Source: an optimization exercise on an open RTL-to-GDS flow (aim: small area, a short achievable clock period and few clock cycles per item). Production flows keep margins and buffers that such runs may drop.
RTL that was checked went through simulation tests only; none was proved equivalent to the original.
The clock port is modelled as an ideal driver, which makes a skipped or thinned clock tree look cheaper than it is; a real chip needs a root buffer or a tree.

==> job 6191: inputs <==
==> flow/design.v <==
`timescale 1ns / 1ps
module SquareRoot(outdata,checkflag,clk,rst,start,indata);
 input wire clk;
 input wire rst;
 input wire start;
 input wire [31:0] indata;
 output reg [15:0] outdata;    
 output reg checkflag;
 reg [27:0] x;       
 reg [15:0] r;       
 reg        neg;     
 reg [3:0]  cnt;     
 wire go = start & (cnt == 4'd0);
 wire [17:0] sum = {r, x[27:26]} + {outdata ^ {16{~neg}}, 2'b11};
 reg [2:0] r0;       
 reg       n0;       
 reg [1:0] q0;
 always @(*) begin
    case (indata[31:28])
    4'd0:  begin r0 = 3'b111; n0 = 1'b1; q0 = 2'd0; end
    4'd1:  begin r0 = 3'd0;   n0 = 1'b0; q0 = 2'd1; end
    4'd2:  begin r0 = 3'd1;   n0 = 1'b0; q0 = 2'd1; end
    4'd3:  begin r0 = 3'd2;   n0 = 1'b0; q0 = 2'd1; end
    4'd4:  begin r0 = 3'b011; n0 = 1'b1; q0 = 2'd2; end
    4'd5:  begin r0 = 3'b100; n0 = 1'b1; q0 = 2'd2; end
    4'd6:  begin r0 = 3'b101; n0 = 1'b1; q0 = 2'd2; end
    4'd7:  begin r0 = 3'b110; n0 = 1'b1; q0 = 2'd2; end
    4'd8:  begin r0 = 3'b111; n0 = 1'b1; q0 = 2'd2; end
    4'd9:  begin r0 = 3'd0;   n0 = 1'b0; q0 = 2'd3; end
    4'd10: begin r0 = 3'd1;   n0 = 1'b0; q0 = 2'd3; end
    4'd11: begin r0 = 3'd2;   n0 = 1'b0; q0 = 2'd3; end
    4'd12: begin r0 = 3'd3;   n0 = 1'b0; q0 = 2'd3; end
    4'd13: begin r0 = 3'd4;   n0 = 1'b0; q0 = 2'd3; end
    4'd14: begin r0 = 3'd5;   n0 = 1'b0; q0 = 2'd3; end
    default: begin r0 = 3'd6; n0 = 1'b0; q0 = 2'd3; end
    endcase
 end
 always @(posedge clk) begin
    if (cnt == 4'd0) begin
        x   <= indata[27:0];
        r   <= {{13{n0}}, r0};
        neg <= n0;
    end else begin
        x   <= {x[25:0], 2'b00};
        r   <= sum[15:0];
        neg <= sum[17];
    end
 end
 always @(posedge clk) begin
    if (cnt != 4'd0)
        outdata <= {outdata[14:0], ~sum[17]};
    else if (start)
        outdata <= {14'd0, q0};
 end
 always @(posedge clk) begin
    if (rst) begin
        cnt       <= 4'd0;
        checkflag <= 1'b0;
    end else if (go) begin
        cnt       <= 4'd14;
        checkflag <= 1'b0;
    end else if (cnt != 4'd0) begin
        cnt       <= cnt - 4'd1;
        checkflag <= (cnt == 4'd1);
    end
 end
endmodule
==> flow/flow/run.sh <==
#!/bin/bash
set -euo pipefail
MARGIN=$(cat flow/margin.txt)
bash standard.sh "BUFFER_PORTS_ARGS=-buffer_cell sky130_fd_sc_hd__buf_1" \
  "SETUP_SLACK_MARGIN=$MARGIN" finish > standard.log 2>&1
==> flow/flow/margin.txt <==
5.8
==> flow/standard.sh <==
#!/bin/bash
# synth_recipe.tcl (not shown) runs the flow's synth.tcl, then flattens the netlist and writes it again
# the make line also repeats each setting of config.mk as NAME=value (left out here)
make -C /OpenROAD-flow-scripts/flow DESIGN_CONFIG=/design/flow/config.mk WORK_HOME=/design/flow/orfs CLKGATE_MAP_FILE= SYNTH_SCRIPT=/design/flow/synth_recipe.tcl "${@:-finish}"
==> flow/config.mk <==
export PLATFORM = sky130hd
export DESIGN_NAME = SquareRoot
export DESIGN_NICKNAME = SquareRoot
export VERILOG_FILES = /design/flow/design.v
export SDC_FILE = /design/flow/constraint.sdc
export NUM_CORES = 4
export LEC_CHECK = 0
export CAP_MARGIN = 20
export CORE_MARGIN = 2
export CORE_UTILIZATION = 75
export SETUP_SLACK_MARGIN = 5
export SLEW_MARGIN = 20
==> flow/constraint.sdc <==
create_clock -name core_clock -period 8.5 [get_ports {clk}]
set_input_delay 1.7000 -clock core_clock [delete_from_list [all_inputs] [get_ports {clk}]]
set_output_delay 1.7000 -clock core_clock [all_outputs]
set_load 0.01 [all_outputs]
==> inputs of job 1645, as changes to job 6191 <==
==> flow/flow/run.sh (replaced) <==
#!/bin/bash
set -euo pipefail
MARGIN=$(cat flow/margin.txt)
bash standard.sh "BUFFER_PORTS_ARGS=-buffer_cell sky130_fd_sc_hd__buf_2" \
  "SETUP_SLACK_MARGIN=$MARGIN" finish > standard.log 2>&1
==> flow/flow/margin.txt (replaced) <==
6.0
--- a/flow/config.mk
+++ b/flow/config.mk
@@ -9,3 +9,3 @@
 export CORE_MARGIN = 2
-export CORE_UTILIZATION = 75
+export CORE_UTILIZATION = 60
 export SETUP_SLACK_MARGIN = 5
==> inputs of job 4587, as changes to job 6191 <==
==> flow/design.v (replaced) <==
`timescale 1ns / 1ps
module SquareRoot(outdata,checkflag,clk,rst,start,indata);
 input wire clk;
 input wire rst;
 input wire start;
 input wire [31:0] indata;
 output reg [15:0] outdata;    
 output reg checkflag;
 reg [13:0] h;       
 reg [15:0] r;       
 reg        neg;     
 reg        busy;
 reg [6:0]  j;       
 reg        late;    
 wire last = j[6] & ~j[5];       
 wire [15:0] m;
 assign m[1:0] = 2'b11;
 genvar k;
 generate
    for (k = 2; k <= 8; k = k + 1) begin : mlo
        assign m[k] = j[k-2] | late;
    end
    for (k = 9; k <= 14; k = k + 1) begin : mhi
        assign m[k] = late & ~j[k-9];
    end
 endgenerate
 assign m[15] = 1'b0;
 wire [17:0] sum = {r, h[13], outdata[15]} + {(outdata & m) ^ {16{~neg}}, 2'b11};
 function [4:0] first2;
    input [3:0] n;
    begin
    case (n)
    4'd0:  first2 = {2'd0, 3'd0};
    4'd1:  first2 = {2'd1, 3'd0};
    4'd2:  first2 = {2'd1, 3'd1};
    4'd3:  first2 = {2'd1, 3'd2};
    4'd4:  first2 = {2'd2, 3'd0};
    4'd5:  first2 = {2'd2, 3'd1};
    4'd6:  first2 = {2'd2, 3'd2};
    4'd7:  first2 = {2'd2, 3'd3};
    4'd8:  first2 = {2'd2, 3'd4};
    4'd9:  first2 = {2'd3, 3'd0};
    4'd10: first2 = {2'd3, 3'd1};
    4'd11: first2 = {2'd3, 3'd2};
    4'd12: first2 = {2'd3, 3'd3};
    4'd13: first2 = {2'd3, 3'd4};
    4'd14: first2 = {2'd3, 3'd5};
    default: first2 = {2'd3, 3'd6};
    endcase
    end
 endfunction
 wire [1:0] q0;
 wire [2:0] r0;
 assign {q0, r0} = first2(indata[31:28]);
 wire [13:0] hi_in, lo_in;
 generate
    for (k = 0; k < 14; k = k + 1) begin : split
        assign hi_in[k] = indata[2*k+1];
        assign lo_in[k] = indata[2*k];
    end
 endgenerate
 always @(posedge clk) begin
    if (!busy) begin
        h   <= hi_in;
        r   <= {13'd0, r0};
        neg <= 1'b0;
        j   <= 7'd0;
        late <= 1'b0;
    end else begin
        h   <= {h[12:0], 1'b0};
        r   <= sum[15:0];
        neg <= sum[17];
        j   <= {j[5:0], ~j[6]};
        late <= j[6] & (j[0] | j[5]);    
    end
 end
 always @(posedge clk) begin
    if (busy)
        outdata <= {outdata[14:0], ~sum[17]};
    else if (start)
        outdata <= {lo_in, q0};
 end
 always @(posedge clk) begin
    if (rst) begin
        busy      <= 1'b0;
        checkflag <= 1'b0;
    end else if (start & !busy) begin
        busy      <= 1'b1;
        checkflag <= 1'b0;
    end else if (busy & last) begin
        busy      <= 1'b0;
        checkflag <= 1'b1;
    end
 end
endmodule
==> flow/flow/run.sh (replaced) <==
#!/bin/bash
set -euo pipefail
MARGIN=$(cat flow/margin.txt)
export PRE_CTS_TCL="$PWD/flow/pre_cts.tcl"
bash standard.sh "BUFFER_PORTS_ARGS=-buffer_cell sky130_fd_sc_hd__buf_1" \
  "SETUP_SLACK_MARGIN=$MARGIN" "PRE_CTS_TCL=$PRE_CTS_TCL" finish > standard.log 2>&1
==> flow/flow/pre_cts.tcl (new file) <==
# Sourced by ORFS's cts.tcl (PRE_CTS_TCL) just before clock_tree_synthesis.
# The design is small, so instead of TritonCTS's tree (a root buffer, eight
# leaf buffers and dummy loads) the clock port drives NBUF buffers directly,
# each driving the registers of one vertical stripe of the core: sinks are
# sorted by x and split evenly, and each buffer sits at its sinks' centroid.
# Every register sees one buffer between the port and its clock pin.
set ::manual_cts_nbuf 2
set ::manual_cts_cell sky130_fd_sc_hd__clkbuf_16

proc manual_cts {nbuf cb} {
  set block [ord::get_db_block]
  set clknet [$block findNet clk]
  set master [[ord::get_db] findMaster $cb]
  set sinks {}
  foreach iterm [$clknet getITerms] {
    set bb [[$iterm getInst] getBBox]
    lappend sinks [list [expr {([$bb xMin] + [$bb xMax]) / 2}] \
      [expr {([$bb yMin] + [$bb yMax]) / 2}] $iterm]
  }
  set sinks [lsort -integer -index 0 $sinks]
  set n [llength $sinks]
  puts "manual_cts: $n sinks, $nbuf x $cb"
  for {set k 0} {$k < $nbuf} {incr k} {
    set lo [expr {$k * $n / $nbuf}]
    set hi [expr {($k + 1) * $n / $nbuf - 1}]
    set buf [odb::dbInst_create $block $master clkbuf_${k}_clk]
    set net [odb::dbNet_create $block clknet_${k}_clk]
    $net setSigType CLOCK
    set sx 0
    set sy 0
    set m 0
    foreach s [lrange $sinks $lo $hi] {
      lassign $s x y iterm
      incr sx $x
      incr sy $y
      incr m
      $iterm disconnect
      $iterm connect $net
    }
    [$buf findITerm A] connect $clknet
    [$buf findITerm X] connect $net
    $buf setLocation [expr {$sx / $m}] [expr {$sy / $m}]
    $buf setPlacementStatus PLACED
  }
  set_propagated_clock [all_clocks]
}

rename clock_tree_synthesis tritoncts_clock_tree_synthesis
proc clock_tree_synthesis {args} {
  manual_cts $::manual_cts_nbuf $::manual_cts_cell
}
--- a/flow/config.mk
+++ b/flow/config.mk
@@ -7,3 +7,3 @@
 export LEC_CHECK = 0
-export CAP_MARGIN = 20
+export CAP_MARGIN = 0
 export CORE_MARGIN = 2
@@ -11,2 +11,2 @@
 export SETUP_SLACK_MARGIN = 5
-export SLEW_MARGIN = 20
+export SLEW_MARGIN = 0
==> inputs of job 2494, as changes to job 6191 <==
--- a/flow/design.v
+++ b/flow/design.v
@@ -11,5 +11,7 @@
  reg        neg;     
- reg [3:0]  cnt;     
- wire go = start & (cnt == 4'd0);
- wire [17:0] sum = {r, x[27:26]} + {outdata ^ {16{~neg}}, 2'b11};
+ reg [2:0]  cnt;     
+ wire go = start & (cnt == 3'd0);
+ wire [17:0] sa = {r, x[27:26]} + {outdata ^ {16{~neg}}, 2'b11};
+ wire [15:0] qa = {outdata[14:0], ~sa[17]};
+ wire [17:0] sum = {sa[15:0], x[25:24]} + {qa ^ {16{~sa[17]}}, 2'b11};
  reg [2:0] r0;       
@@ -38,10 +40,13 @@
  always @(posedge clk) begin
-    if (cnt == 4'd0) begin
-        x   <= indata[27:0];
-        r   <= {{13{n0}}, r0};
-        neg <= n0;
+    if (go) begin
+        x       <= indata[27:0];
+        r       <= {{13{n0}}, r0};
+        neg     <= n0;
+        outdata <= {14'd0, q0};
     end else begin
-        x   <= {x[25:0], 2'b00};
-        r   <= sum[15:0];
-        neg <= sum[17];
+        x       <= {x[23:0], 4'b0000};
+        r       <= sum[15:0];
+        neg     <= sum[17];
+        if (cnt != 3'd0)
+            outdata <= {qa[14:0], ~sum[17]};
     end
@@ -49,17 +54,11 @@
  always @(posedge clk) begin
-    if (cnt != 4'd0)
-        outdata <= {outdata[14:0], ~sum[17]};
-    else if (start)
-        outdata <= {14'd0, q0};
- end
- always @(posedge clk) begin
     if (rst) begin
-        cnt       <= 4'd0;
+        cnt       <= 3'd0;
         checkflag <= 1'b0;
     end else if (go) begin
-        cnt       <= 4'd14;
+        cnt       <= 3'd7;
         checkflag <= 1'b0;
-    end else if (cnt != 4'd0) begin
-        cnt       <= cnt - 4'd1;
-        checkflag <= (cnt == 4'd1);
+    end else if (cnt != 3'd0) begin
+        cnt       <= cnt - 3'd1;
+        checkflag <= (cnt == 3'd1);
     end
==> flow/run.sh (new file) <==
#!/bin/bash
# synth_recipe.tcl (not shown) runs the flow's synth.tcl, then flattens the netlist and writes it again
# the make line also repeats each setting of config.mk as NAME=value (left out here)
make -C /OpenROAD-flow-scripts/flow DESIGN_CONFIG=/design/flow/config.mk WORK_HOME=/design/flow/orfs CLKGATE_MAP_FILE= SYNTH_SCRIPT=/design/flow/synth_recipe.tcl finish
--- a/flow/config.mk
+++ b/flow/config.mk
@@ -9,4 +9,3 @@
 export CORE_MARGIN = 2
-export CORE_UTILIZATION = 75
-export SETUP_SLACK_MARGIN = 5
+export CORE_UTILIZATION = 40
 export SLEW_MARGIN = 20
removed: flow/flow/run.sh
removed: flow/flow/margin.txt
removed: flow/standard.sh
==> run notes <==
| metric | job 1645 | job 6191 | job 4587 | job 2494 |
|---|---|---|---|---|
| Status | finished clean | finished clean | finished clean | finished clean |
| Die height | 77.17 um | 69.44 um | 67.28 um | 102.3 um |
| Placed instance area | 3527 sq um | 3438 sq um | 3212 sq um | 4497 sq um |
| Worst path bufs/invs | 1 | 3 | 2 | 0 |
| Initial Utilization | 62.49% | 79.16% | 80.21% | 41.60% |
| Post-layout min period | 2.642 ns | 2.663 ns | 2.579 ns | 5.630 ns |
| # clk buffers | 9 | 10 | - | 9 |
| Multi-input gate area in the final layout | 1644 sq um | 1633 sq um | 1630 sq um | 2436 sq um |
| Post-Place Worst Slack | 5.186 ns | 5.052 ns | 5.627 ns | 2.792 ns |
| Number of synthesized flops with an enable pin | 16 | 16 | 16 | 2 |
| Cell Area, Synth | 3212 sq um | 3212 sq um | 3003 sq um | 3862 sq um |
| Register-to-register setup slack | 6.05 ns | 6.01 ns | 5.94 ns | 2.87 ns |
| Horizontal extent of the die | 77.17 um | 69.44 um | 67.28 um | 102.3 um |
| Average routed wire per standard cell | 12.84 um | 15.72 um | 17.15 um | 13.67 um |
Testbench counts of job 6191, summed over its fixed seeds: cycles 30,720, ops 2,048.
Testbench counts of job 1645, summed over its fixed seeds: cycles 30,720, ops 2,048.
Testbench counts of job 4587, summed over its fixed seeds: cycles 30,720, ops 2,048.
Only the layout flow was run in job 2494; the RTL was not checked for function there. In job 4587 the design's own scripts or RTL, not TritonCTS, make the clock network.

==> what the ideal ports hide <==
Ports are ideal in the flow. The routed layouts listed here were re-timed in OpenROAD. Step 1 sets driving cells, clkbuf_16 on the clock port and buf_2 on the other inputs (assumed; they add their load-dependent delay and slew). Step 2 adds t to the input delays and takes it off the output delays; t is the mean of the earliest and latest rising clock arrival at the registers after step 1. Input paths then give back, and output paths get back, about the clock's delay inside the block. a / b / c = no drivers / after step 1 / after step 2; a / b = the first two.
| run | shift t [ns] | slack for setup (ns) | clock arrival spread, ns |
|---|---|---|---|
| job 6191 | 0.374 | 5.837 / 5.809 / 5.438 | 0.007 / 0.006 |
| job 1645 | 0.374 | 5.858 / 5.829 / 5.496 | 0.006 / 0.006 |
| job 4587 | 0.210 | 5.921 / 5.925 / 5.716 | 0.018 / 0.017 |
| job 2494 | 0.385 | 2.870 / 2.870 / 2.870 | 0.010 / 0.010 |
After both steps every run listed still meets setup and hold. For job 6191, which loses most, drivers alone change the setup slack by -0.028 ns; drivers and shift together by -0.399 ns.
